This is an optimization exercise on Yosys and OpenROAD, whose aim is small area, a short achievable clock period and few clock cycles per item, not a production implementation. Only simulation tests tie the RTL to the original design; equivalence was not proved.

==> flow/design.v (excerpt) <==
module axc_booth #(
        parameter integer NA=32,
        parameter integer NB=32,
        parameter integer NC=$clog2(NA)+1
    )(
        input   wire                 CLK,
        input   wire                 RST,
        input   wire                 START,
        input   wire  [NA-1:0]       A_in,
        input   wire  [NB-1:0]       B_in,
        input   wire  [NC-1:0]       C_in,
        output  wire  [NA+NB-1:0]    N_out,
        output  wire                 Done_out
    );
    localparam [63:0] Z = 64'hffffff5555555600;
    reg  [31:0] B_reg;
    reg  [31:0] A_reg;                   
    reg  [5:0]  q_reg;                   
    reg  [3:0]  cnt_reg;                 
    reg         skip_reg;
    reg  [3:0]  one_reg, two_reg, neg_reg;
    reg         pre;                     
    reg  [3:0]  st;                      
    reg         Done_reg;
    reg  [63:0] acc;
    wire        fast    = (C_in >= 6'd7);
    wire        skip_in = A_in[31] & C_in[0];
    wire [5:0]  q_in    = (C_in > 6'd32) ? 6'd35 : C_in + 6'd3;
    wire [7:0]  t_top   = A_in[31:24] ^ A_in[30:23];
    wire [3:0]  cnt_top = {3'b000, t_top[0]} + {3'b000, t_top[1]} + {3'b000, t_top[2]} + {3'b000, t_top[3]}
                        + {3'b000, t_top[4]} + {3'b000, t_top[5]} + {3'b000, t_top[6]} + {3'b000, t_top[7]};
    wire [3:0]  a_one, a_two, a_neg;
    genvar j;
    generate
        for (j = 0; j < 4; j = j + 1) begin : raw
            wire b1 = A_in[25+2*j], b0 = A_in[24+2*j], bm = A_in[23+2*j];
            assign a_one[j] = b0 ^ bm;
            assign a_two[j] = (b1 ^ b0) & ~(b0 ^ bm);
            assign a_neg[j] = b1 & ~(b0 & bm);
        end
    endgenerate
    wire [5:0]  q_run = (q_reg > {2'b00, cnt_reg}) ? q_reg - {2'b00, cnt_reg} : 6'd0;
    wire [3:0]  r_one, r_two, r_neg, r_cnt;
    transition_detect TD (.a(A_reg[31:24]), .a_below(A_reg[23]), .q(q_run), .skip(skip_reg),
                          .one(r_one), .two(r_two), .neg(r_neg), .cnt(r_cnt));
    always @(posedge CLK) begin
        if (START) begin
            B_reg    <= B_in;
            A_reg    <= fast ? {A_in[23:0], 8'd0} : A_in;
            skip_reg <= skip_in;
            q_reg    <= q_in;
            cnt_reg  <= fast ? cnt_top : 4'd0;
            one_reg  <= a_one; two_reg <= a_two; neg_reg <= a_neg;
        end else begin
  ...
For scale: roughly 1500 cells after synthesis, about 15000 um^2 of cells after synthesis.
Settings: LEC_CHECK=0, CAP_MARGIN=20, CORE_MARGIN=2, CORE_UTILIZATION=55, SETUP_SLACK_MARGIN=5, SLEW_MARGIN=20; clock period 11.0 ns.
standard.sh (not shown) runs the stock make flow with config.mk's settings and CLKGATE_MAP_FILE= SYNTH_SCRIPT=/design/flow/synth_recipe.tcl, a recipe that flattens the netlist after the stock synthesis.
==> flow/flow/run.sh <==
#!/bin/bash
# Standard layout with the settings of config.mk; the port buffers use the
# smallest buffer cell (the clock and constraints are unchanged).
bash standard.sh "BUFFER_PORTS_ARGS=-buffer_cell sky130_fd_sc_hd__buf_1" finish > standard.log 2>&1
Testbench counts at the start, summed over its fixed seeds: cycles 61,294, items 12,000.
Then changed:
==> flow/flow/run.sh (replaced) <==
#!/bin/bash
# Standard layout; the port buffers use the smallest buffer cell, the clock
# tree uses mid-size clock buffers, and timing repair aims at 5 ns of setup
# slack (the clock and constraints are unchanged).
bash standard.sh "BUFFER_PORTS_ARGS=-buffer_cell sky130_fd_sc_hd__buf_1" \
    "CTS_BUF_LIST=sky130_fd_sc_hd__clkbuf_4 sky130_fd_sc_hd__clkbuf_8" \
    SETUP_SLACK_MARGIN=5 finish > standard.log 2>&1
--- a/flow/config.mk
+++ b/flow/config.mk
@@ -9,4 +9,3 @@
 export CORE_MARGIN = 2
-export CORE_UTILIZATION = 55
-export SETUP_SLACK_MARGIN = 5
+export CORE_UTILIZATION = 40
 export SLEW_MARGIN = 20
Via count hardly moves.
Sequential share of layout area rises by 0.11 points.
Clock skew rises by 0.0067 ns.
Clock-buffer cell count stays the same.
Hold slack is better by 0.013 ns.
Then changed:
==> flow/run.sh (new file) <==
#!/bin/bash
# synth_recipe.tcl (not shown) runs the flow's synth.tcl, then flattens the netlist and writes it again
# the make line also repeats each setting of config.mk as NAME=value (left out here)
make -C /OpenROAD-flow-scripts/flow DESIGN_CONFIG=/design/flow/config.mk WORK_HOME=/design/flow/orfs CLKGATE_MAP_FILE= SYNTH_SCRIPT=/design/flow/synth_recipe.tcl finish
--- a/flow/config.mk
+++ b/flow/config.mk
@@ -9,3 +9,4 @@
 export CORE_MARGIN = 2
-export CORE_UTILIZATION = 40
+export CORE_UTILIZATION = 75
+export SETUP_SLACK_MARGIN = 5
 export SLEW_MARGIN = 20
removed: flow/flow/run.sh
removed: flow/standard.sh
The new run passed the timing, design-rule and antenna checks.
Routed wire length came out higher by about 6%.
Setup slack loses 0.23 ns.
Cell area came out higher by about 5%.
Global-route usage came out higher by 19 points.
Synthesized area does not change.
Register-to-register slack loses 0.23 ns.
Cell count came out lower by 10%.
Fmax came out lower by about 4%.

-- what the ideal ports hide --
The flow's constraints put no driver on any port. The routed layouts listed below were extracted and timed again, unchanged, in two steps.
Step 1 assumes that a clkbuf_16 drives the clock port and a buf_2 every other input.
Step 2 moves the port delays by t, midway between the first and last clock arrival at a register: inputs arrive t later, outputs are due t later. That takes back most of the time a late clock gives input paths.
Slacks: ideal / step 1 / step 2; pairs: ideal / step 1.
run	shift t [ns]	setup slack, ns	latest minus earliest clock arrival (ns)
the first run	0.490	5.193 / 5.193 / 5.193	0.017 / 0.017
the second run	0.550	5.286 / 5.286 / 5.286	0.023 / 0.024
the third run	0.495	5.051 / 5.051 / 5.051	0.021 / 0.021
After both steps every run listed still meets setup and hold.
